Background: an optimization exercise with open tools, aiming at small area. Do not read the settings as production practice.
For this run, only the layout was checked, not whether the RTL still works.
Power is estimated from default activity; no workload was simulated.

File: flow/config.mk
export PLATFORM = sky130hd
export DESIGN_NAME = MASTER_TEST
export DESIGN_NICKNAME = MASTER_TEST
export VERILOG_FILES = /design/flow/design.v
export SDC_FILE = /design/flow/constraint.sdc
export NUM_CORES = 4
export LEC_CHECK = 0
export CAP_MARGIN = 20
export CORE_MARGIN = 2
export CORE_UTILIZATION = 40
export SLEW_MARGIN = 20
File: flow/constraint.sdc
create_clock -name core_clock -period 10.0 [get_ports {CLOCK_50}]
set_input_delay 2.0000 -clock core_clock [delete_from_list [all_inputs] [get_ports {CLOCK_50}]]
set_output_delay 2.0000 -clock core_clock [all_outputs]
set_load 0.01 [all_outputs]
File: flow/design.v
module OnePixel(rst,clk,draw_en,startx,starty,color, finished, write_mem_address,data,x,y);
input rst;
input clk;
input draw_en;
input [9:0]startx;
input [9:0]starty;
input [23:0]color;
output reg finished;
output reg [14:0]write_mem_address;
output reg [23:0]data;
output reg [9:0]x;
output reg [9:0]y;
reg [3:0]S;
reg [3:0]NS;
parameter VGA_WIDTH = 16'd640; 
parameter VGA_HEIGHT = 16'd480; 
parameter PIXEL_VIRTUAL_SIZE = 4'd4;
parameter VIRTUAL_PIXEL_HEIGHT =  VGA_HEIGHT / PIXEL_VIRTUAL_SIZE;
parameter START = 4'd0,
			BOUNDRY_CHECK = 4'd1,
			DRAW = 4'd2,
			DONE= 4'd3;
always @(posedge clk or negedge rst)
	if (rst == 1'b0)
	S <= START;
	else
	S <= NS;
always @(*)
begin
		data = color;
	case(S)
	START: if (rst == 1'b0)
			NS = START;
			else
			NS = BOUNDRY_CHECK;
	BOUNDRY_CHECK: if (startx <= VGA_WIDTH & starty <= VGA_HEIGHT & draw_en == 1'b1)
		NS = DRAW;
		else if (draw_en == 1'b0)
		NS = START;
		else
		NS = DONE;
	DRAW: NS = DONE;
	DONE: if (draw_en == 1'b1)
		NS = DONE;
		else
		NS = START;
	default: NS = START;
	endcase
end	
always @(posedge clk or negedge rst)
	if (rst == 1'b0)
	begin
		x <= 10'd0;
		y <= 10'd0;
		write_mem_address <= 15'd0;
		finished <= 1'b0;
	end	
	else
		case(S)
			START: begin 
				x <= startx;
				y <= starty;
				write_mem_address <= 15'd0;
				finished <= 1'b0;
					end		
			DRAW: begin
					write_mem_address <= (x/PIXEL_VIRTUAL_SIZE) * VIRTUAL_PIXEL_HEIGHT + (y/PIXEL_VIRTUAL_SIZE);
					finished <= 1'b1;
					end
			DONE: begin 
					x <= 10'd0;
					y <= 10'd0;
					end
		endcase
endmodule
module vga_driver(
input clk,
input rst,
output reg vga_clk,
output reg hsync,  
output reg vsync,  
output reg active_pixels,  
output reg frame_done,  
output reg [9:0]xPixel,  
output reg [9:0]yPixel,  
output reg VGA_BLANK_N,	 
output reg VGA_SYNC_N		 
);
parameter HA_END = 10'd639;            
parameter HS_STA = HA_END + 16;    
parameter HS_END = HS_STA + 96;    
parameter WIDTH   = 10'd799;            
parameter VA_END = 10'd479;            
parameter VS_STA = VA_END + 10;    
parameter VS_END = VS_STA + 2;     
parameter HEIGHT = 10'd524;            
always @(*)
begin 
	hsync = ~((xPixel >= HS_STA) && (xPixel < HS_END));
	vsync = ~((yPixel >= VS_STA) && (yPixel < VS_END));
	active_pixels = (xPixel <= HA_END && yPixel <= VA_END);
	frame_done = (yPixel >= VA_END);
	VGA_BLANK_N = active_pixels;
	VGA_SYNC_N = 1'b1;
end
always @(posedge clk or negedge rst)
begin
	if (rst == 1'b0)
	begin
		vga_clk <= 1'b0;
		xPixel <= 10'd0;
		yPixel <= 10'd0;
	end
	else
	begin
		vga_clk = ~vga_clk;  
		if (vga_clk == 1'b1)
			if(xPixel == WIDTH)
			begin
				xPixel <= 10'd0;
				if(yPixel == HEIGHT)
				begin
					yPixel<=10'd0;
				end
				else
				begin
					yPixel <= yPixel+1'b1;
				end
			end
			else
			begin
				xPixel <= xPixel+1'b1;
			end
		end
end
endmodule
module vga_driver_memory_double_buf	(
  input         CLOCK_50,     
  input         rst_n,
  input [14:0]external_address,
  input [23:0]external_data,
  input external_start,
  output        VGA_CLK,      
  output        VGA_HS,       
  output        VGA_VS,       
  output        VGA_BLANK_N,  
  output        VGA_SYNC_N,   
  output reg [7:0]  VGA_R,        
  output reg [7:0]  VGA_G,        
  output reg [7:0]  VGA_B,			 
  output reg [14:0] frame_buf_mem_address0,
  output reg [23:0] frame_buf_mem_data0,
  output reg        frame_buf_mem_wren0,
  input      [23:0] frame_buf_mem_q0,
  output reg [14:0] frame_buf_mem_address1,
  output reg [23:0] frame_buf_mem_data1,
  output reg        frame_buf_mem_wren1,
  input      [23:0] frame_buf_mem_q1
);
wire clk;
wire rst;
assign clk = CLOCK_50;
assign rst = rst_n;
wire active_pixels;  
wire frame_done;
wire [9:0]x;  
wire [9:0]y;  
reg [1:0]wr_id;	
reg [14:0] write_buf_mem_address;
reg [23:0] write_buf_mem_data;
reg write_buf_mem_wren;
reg [23:0]read_buf_mem_q;
reg [14:0] read_buf_mem_address;
vga_driver the_vga(
.clk(clk),
.rst(rst),
.vga_clk(VGA_CLK),
.hsync(VGA_HS),
.vsync(VGA_VS),
.active_pixels(active_pixels),
.frame_done(frame_done),
.xPixel(x),
.yPixel(y),
.VGA_BLANK_N(VGA_BLANK_N),
.VGA_SYNC_N(VGA_SYNC_N)
);
always @(*)
begin
	if (S == RFM_INIT_WAIT || S == RFM_INIT_START || S == RFM_DRAWING)
	begin
		{VGA_R, VGA_G, VGA_B} = read_buf_mem_q;
	end
	else  
		{VGA_R, VGA_G, VGA_B} = 24'hFFFFFF;
end
reg [15:0]i;
reg [7:0]S;
reg [7:0]NS;
parameter 
	START 			= 8'd0,
	W2M_DONE 		= 8'd4,
	RFM_INIT_START 	= 8'd5,
	RFM_INIT_WAIT 	= 8'd6,
	RFM_DRAWING 	= 8'd7,
	ERROR 			= 8'hFF;
parameter MEMORY_SIZE = 16'd19200;  
parameter PIXEL_VIRTUAL_SIZE = 16'd4;  
parameter VGA_WIDTH = 16'd640; 
parameter VGA_HEIGHT = 16'd480;
parameter VIRTUAL_PIXEL_WIDTH = VGA_WIDTH / PIXEL_VIRTUAL_SIZE;  
parameter VIRTUAL_PIXEL_HEIGHT = VGA_HEIGHT / PIXEL_VIRTUAL_SIZE;  
always @(*)
	case (S)
		START: 	
		NS = W2M_DONE;
		W2M_DONE: 
			if (frame_done == 1'b1)
				NS = RFM_INIT_START;
			else
				NS = W2M_DONE;
		RFM_INIT_START: NS = RFM_INIT_WAIT;
		RFM_INIT_WAIT: 
			if (frame_done == 1'b0)
				NS = RFM_DRAWING;
			else	
				NS = RFM_INIT_WAIT;
		RFM_DRAWING:
			if (frame_done == 1'b1)
				NS = RFM_INIT_START;
			else
				NS = RFM_DRAWING;
		default:	NS = ERROR;
	endcase
always @(posedge clk or negedge rst)
begin
	if (rst == 1'b0)
	begin
			S <= START;
	end
	else
	begin
			S <= NS;
	end
end
always @(posedge clk or negedge rst)
begin
	if (rst == 1'b0) 
	begin
		write_buf_mem_address <= 14'd0;
		write_buf_mem_data <= 24'd0;
		write_buf_mem_wren <= 1'd0;
		i <= 16'd0;
		wr_id <= MEM_INIT_WRITE;
		read_buf_mem_address <= 15'd0;
	end
	else
	begin
		case (S)
			START:
			begin
				write_buf_mem_address <= 14'd0;
				write_buf_mem_data <= 24'd0;
				write_buf_mem_wren <= 1'd0;
				i <= 16'd0;
				wr_id <= MEM_INIT_WRITE;
			end
			W2M_DONE: write_buf_mem_wren <= 1'd0;  
			RFM_INIT_START: 
			begin
				write_buf_mem_wren <= 1'd0;  
				if (wr_id == MEM_INIT_WRITE)
					wr_id <= MEM_M0_READ_M1_WRITE;
				else if (wr_id == MEM_M0_READ_M1_WRITE)
					wr_id <= MEM_M0_WRITE_M1_READ;
				else
					wr_id <= MEM_M0_READ_M1_WRITE;
				if (y < VGA_HEIGHT-1 && x < VGA_WIDTH-1)  
					read_buf_mem_address <= (x/PIXEL_VIRTUAL_SIZE) * VIRTUAL_PIXEL_HEIGHT + (y/PIXEL_VIRTUAL_SIZE) ;
			end
			RFM_INIT_WAIT:  
			begin
				if (y < VGA_HEIGHT-1 && x < VGA_WIDTH-1)  
					read_buf_mem_address <= (x/PIXEL_VIRTUAL_SIZE) * VIRTUAL_PIXEL_HEIGHT + (y/PIXEL_VIRTUAL_SIZE) ;
			end 
			RFM_DRAWING:  
			begin		
				if (y < VGA_HEIGHT-1 && x < VGA_WIDTH-1)
					read_buf_mem_address <= (x/PIXEL_VIRTUAL_SIZE) * VIRTUAL_PIXEL_HEIGHT + (y/PIXEL_VIRTUAL_SIZE) ;
				if (external_start == 1'b1) 
				begin
					write_buf_mem_address <= external_address;
					write_buf_mem_data <= external_data;
					write_buf_mem_wren <= 1'b1;
				end
				else
					write_buf_mem_wren <= 1'b0;
			end	
		endcase
	end
end
parameter MEM_INIT_WRITE = 2'd0,
		  MEM_M0_READ_M1_WRITE = 2'd1,
		  MEM_M0_WRITE_M1_READ = 2'd2,
		  MEM_ERROR = 2'd3;
always @(*)
begin
	if (wr_id == MEM_INIT_WRITE)  
	begin
		frame_buf_mem_address0 = write_buf_mem_address;
		frame_buf_mem_data0 = write_buf_mem_data;
		frame_buf_mem_wren0 = write_buf_mem_wren;
		frame_buf_mem_address1 = write_buf_mem_address;
		frame_buf_mem_data1 = write_buf_mem_data;
		frame_buf_mem_wren1 = write_buf_mem_wren;
		read_buf_mem_q = frame_buf_mem_q1;  
	end
	else if (wr_id == MEM_M0_WRITE_M1_READ)  
	begin
		frame_buf_mem_address0 = write_buf_mem_address;
		frame_buf_mem_data0 = write_buf_mem_data;
		frame_buf_mem_wren0 = write_buf_mem_wren;
		frame_buf_mem_address1 = read_buf_mem_address;
		frame_buf_mem_data1 = 24'd0;
		frame_buf_mem_wren1 = 1'b0;
		read_buf_mem_q = frame_buf_mem_q1;
	end
	else  
	begin
		frame_buf_mem_address0 = read_buf_mem_address;
		frame_buf_mem_data0 = 24'd0;
		frame_buf_mem_wren0 = 1'b0;
		read_buf_mem_q = frame_buf_mem_q0;
		frame_buf_mem_address1 = write_buf_mem_address;
		frame_buf_mem_data1 = write_buf_mem_data;
		frame_buf_mem_wren1 = write_buf_mem_wren;
	end
end
endmodule
module MASTER_TEST(
	input         CLOCK_50,     
	input         rst_n,        
	input         draw_en,
	input  [9:0]  startx,
	input  [9:0]  starty,
	input  [23:0] color,
	output        VGA_CLK,      
	output        VGA_HS,       
	output        VGA_VS,       
	output        VGA_BLANK_N,  
	output        VGA_SYNC_N,   
	output [7:0]  VGA_R,        
	output [7:0]  VGA_G,        
	output [7:0]  VGA_B,        
	output [14:0] mem0_addr,
	output [23:0] mem0_wdata,
	output        mem0_wren,
	input  [23:0] mem0_q,
	output [14:0] mem1_addr,
	output [23:0] mem1_wdata,
	output        mem1_wren,
	input  [23:0] mem1_q
);
reg  [14:0]external_address;
reg  [23:0]external_data;
wire [23:0]data;
wire finished;
wire [14:0]write_mem_address;
reg external_start;
wire [9:0]x;
wire [9:0]y;
wire clk;
assign clk = CLOCK_50;
always @(*)begin
	external_address = write_mem_address;
	external_data = data;
	external_start = finished;
end
OnePixel pixel (rst_n,clk,draw_en,startx,starty,color, finished, write_mem_address,data,x,y);
vga_driver_memory_double_buf	VGA_MODULE (CLOCK_50, rst_n, external_address, external_data, external_start , VGA_CLK, VGA_HS, VGA_VS, VGA_BLANK_N, VGA_SYNC_N, VGA_R, VGA_G, VGA_B,
	mem0_addr, mem0_wdata, mem0_wren, mem0_q, mem1_addr, mem1_wdata, mem1_wren, mem1_q);
endmodule
File: flow/run.sh
#!/bin/bash
# synth_recipe.tcl (not shown) runs the flow's synth.tcl, then flattens the netlist and writes it again
# the make line also repeats each setting of config.mk as NAME=value (left out here)
make -C /OpenROAD-flow-scripts/flow DESIGN_CONFIG=/design/flow/config.mk WORK_HOME=/design/flow/orfs CLKGATE_MAP_FILE= SYNTH_SCRIPT=/design/flow/synth_recipe.tcl finish
==> impl_metrics.toml <==
[status]
status = "no timing/DRC/antenna violations"

[yosys]
synth_area_leaders = "dfrtp_1 34%, ha_1 9.0%, nand2_1 7.2%, fa_1 6.6%, o21ai_0 5.6%"
synth_common_cells = "162 x nand2_1, 116 x dfrtp_1, 95 x o21ai_0, 63 x inv_1, 61 x ha_1"
yosysSeqAreaShare = 0.341
synth-seq-cells = 116
synth_top_area_share = 0.341
syn_inst = 931
synth_edf_count = 0
ys_warn_count = 4
yosysMostFrequentCell = "nand2_1"
yosysUniqueCellTypes = 69
yosysTopAreaCell = "dfrtp_1"
synth_area_per_cell_um2 = 9.13
synth.cell_area_mm2 = 0.00850
synthFlopType = "dfrtp_1"
synth-async-reset-ratio = 1.00

[cells_and_area]
synthToLayoutAreaGrowth_pct = 34.3
fillers = 2009
drive_above_1_share = 0.0795
final_cells = 1407
design_area_mm2 = 0.0114
final_nets = 1304
diodes = 0

[sta]
rsz0062_at_grt = "no"
timing_hold_violations_final = 0
finalSetupViolCount = 0
period_needed_ps = 5290
fin_crit_sh = 0.529
tns_ps = 0
skew_ps = 9.58
slew_headroom = 0.276
clock.fmax_ghz = 0.189
tightest_slew_ps = 1080
drv_slew = 0

[critical_path]
startpoint_type = "input port"
cp_max_fo = 1
cp-end-kind = "output port"
required_ps = 8000
worstPathArrival_ps = 3290
critPathKind = "in -> out"

[drt]
drtPass1Iterations = 4
route.detailed.drc = 0
drt_wl_total_mm = 22.2
avgViaCountPerCell = 4.95
final_antenna_net_count = 0
vias = 6964
post_drt_wl_per_cell_um = 15.8
dr.first_iter.drc_count = 256

[clock_network]
root_buffer = "clkbuf_16"
h-tree-depth = 4
path_clk_slew_ps = 50
cts_max_path_buffers = 2
clk_latency_ps = 420
cts_resized = 0
tritoncts = "yes"
cts_buffers = 17
cts_sinks = 116
cts_setup_buffers = 0
cts_hold_buf = 0

[place]
io_buffer_count = 202
dpl.hpwl_mm = 16.7
dp.cells = 1376
placed_cell_area_mm2 = 0.0108
place_congestion = 0.790

[global_route]
grt_start_max_net_pins = 67
busiest_layer = "met2"
grt.overflow.total = 0
use_met3 = 0.0399
grt_pass1_vias = 6920
use_met1 = 0.263
antenna_found_initial = 0
grt_pass1_wl_mm = 35.7
grt_use_total = 0.202
grt_util_met2 = 0.344

[power_and_ir_drop]
p_per_area_mw_per_mm2 = 277
ir_worst_vdd_mv = 0.517
p_leak_nw = 5.00

[floorplanning]
ios = 204
die_area_mm2 = 0.0224
core_mm2 = 0.0210
initial_utilization = 0.406
fp-row-count = 53
die_h_um = 150
die_width_um = 150

[hold_path]
hold_class = "reg -> reg"

[job]
cap_violations = 0
==> cell type report <==
type,count,area (µm²),share of cell area
well taps,275,344,0.0301
multi-input cells,713,5210,0.456
repair buffers,209,2070,0.182
flip-flops and latches,116,2900,0.254
clock inverters,8,173,0.0151
inverters,63,236,0.0207
clock buffers,23,478,0.0419
==> logic make-up (layout without fill, tap and decap cells) <==
logic type                 Yosys count  count (layout)  share of synthesized area
AOI/OAI and AO/OA                  177             177                      0.132
xor gates and xnor gates            42              42                     0.0433
adders and majority gates           89              89                      0.156
DFF                                116             116                      0.341
and+or+nand+nor                    340             340                      0.200
muxes                               63              63                     0.0798
buffers and inverters              103             303                     0.0472
other                                1               2                   0.000441
==> critical path, cell delays in order <==
cell	delay [ps]
clkdlybuf4s50_1	490
mux2i_1	90
nand2_1	110
clkdlybuf4s50_1	600
==> registers in the layout (all words and copies together), names as in the netlist, named ones only <==
register,count
VGA_MODULE.the_vga.xPixel,10
VGA_MODULE.write_buf_mem_wren,1
pixel.S,1
VGA_MODULE.write_buf_mem_address,15
VGA_MODULE.wr_id,2
VGA_MODULE.the_vga.yPixel,10
pixel.finished,1
pixel.write_mem_address,15
VGA_MODULE.read_buf_mem_address,15
VGA_MODULE.S,4
VGA_MODULE.the_vga.vga_clk,1
pixel.x,8
pixel.y,8
VGA_MODULE.write_buf_mem_data,24
==> stage by stage <==
step / util / power, mW / setup slack [ps] / hold WS [ps]
floorplan: - / 2.13 / 5790 / 448
global placement: 0.514 / 2.49 / 4670 / 468
detailed placement: 0.514 / 2.52 / 4680 / 474
CTS: 0.545 / 3.22 / 4680 / 486
global route: 0.545 / 3.48 / 4660 / 512
finish: 0.545 / 3.17 / 4710 / 480
==> path summary, 6_finish.rpt <==
kind / from / endpoint / slack (ps) / cells past startpoint
max: mem1_q[6] / VGA_B[6] / 4710 / 4
min: pixel.write_mem_address[8]$_DFFE_PN0P_ / pixel.write_mem_address[8]$_DFFE_PN0P_ / 480 / 2
max reg2reg: VGA_MODULE.the_vga.xPixel[4]$_DFFE_PN0N_ / VGA_MODULE.read_buf_mem_address[14]$_DFFE_PN0P_ / 6100 / 13
min reg2reg: pixel.write_mem_address[8]$_DFFE_PN0P_ / pixel.write_mem_address[8]$_DFFE_PN0P_ / 480 / 2
max in group asynchronous: rst_n / VGA_MODULE.wr_id[0]$_DFFE_PN0P_ / 7010 / 2
min in group asynchronous: rst_n / VGA_MODULE.the_vga.xPixel[8]$_DFFE_PN0N_ / 1630 / 1
==> where the power goes <==
part / total [mW] / internal (mW) / switching [mW]
Clock: 0.677 / 0.461 / 0.216
Combinational: 1.88 / 0.859 / 1.03
Sequential: 0.604 / 0.550 / 0.0549
Total: 3.17 / 1.87 / 1.30
==> layer usage <==
| metal | up-vias | share of wire |
|---|---|---|
| met5 | - | 0 |
| li1 | 3511 | - |
| met4 | 0 | 0.014 |
| met3 | 21 | 0.048 |
| met1 | 3277 | 0.46 |
| met2 | 155 | 0.48 |
==> cells in the final DEF, fill, tap and decap left out, drive strengths merged, types with 6 or more instances in the layout <==
cell type      netlist  routed
nand2b              23      23
nand4                7       7
dfrtp              116     116
xor2                12      12
nor2                38      38
a22o                 7       7
xnor2               30      30
a21o                11      11
nor3                 6       6
nand2              162     162
mux2i               25      25
clkdlybuf4s50        0     201
clkbuf              33      23
buf                  7       8
o21ai               99      99
ha                  61      61
inv                 63      63
mux2                38      38
fa                  28      28
nor3b                6       6
a21oi               19      19
and2                29      29
nand3               12      12
nor2b               31      31

## afterwards: timing with drivers on the ports
The results above use ideal ports. As a check the final layout listed here was re-extracted and re-timed, cells and wires unchanged. Step 1 sets driving cells, clkbuf_16 on the clock port and buf_2 on the other inputs (assumed; they add their load-dependent delay and slew). Step 2 times the ports against the registers' clock, not the clock port: input delays grow and output delays shrink by t, the midpoint of the rising clock arrivals with the driver on. Slacks: ideal / step 1 / step 2; pairs: ideal / step 1.
t (ns): 0.453
setup slack, ns: 4.709 / 4.679 / 4.679
slew at the worst register clock pin (ns): 0.06 / 0.06
pins driven straight from the clock port: 1
After both steps setup and hold are still met in this run. For this run, drivers alone change the setup slack by -0.030 ns; drivers and shift together by -0.030 ns.
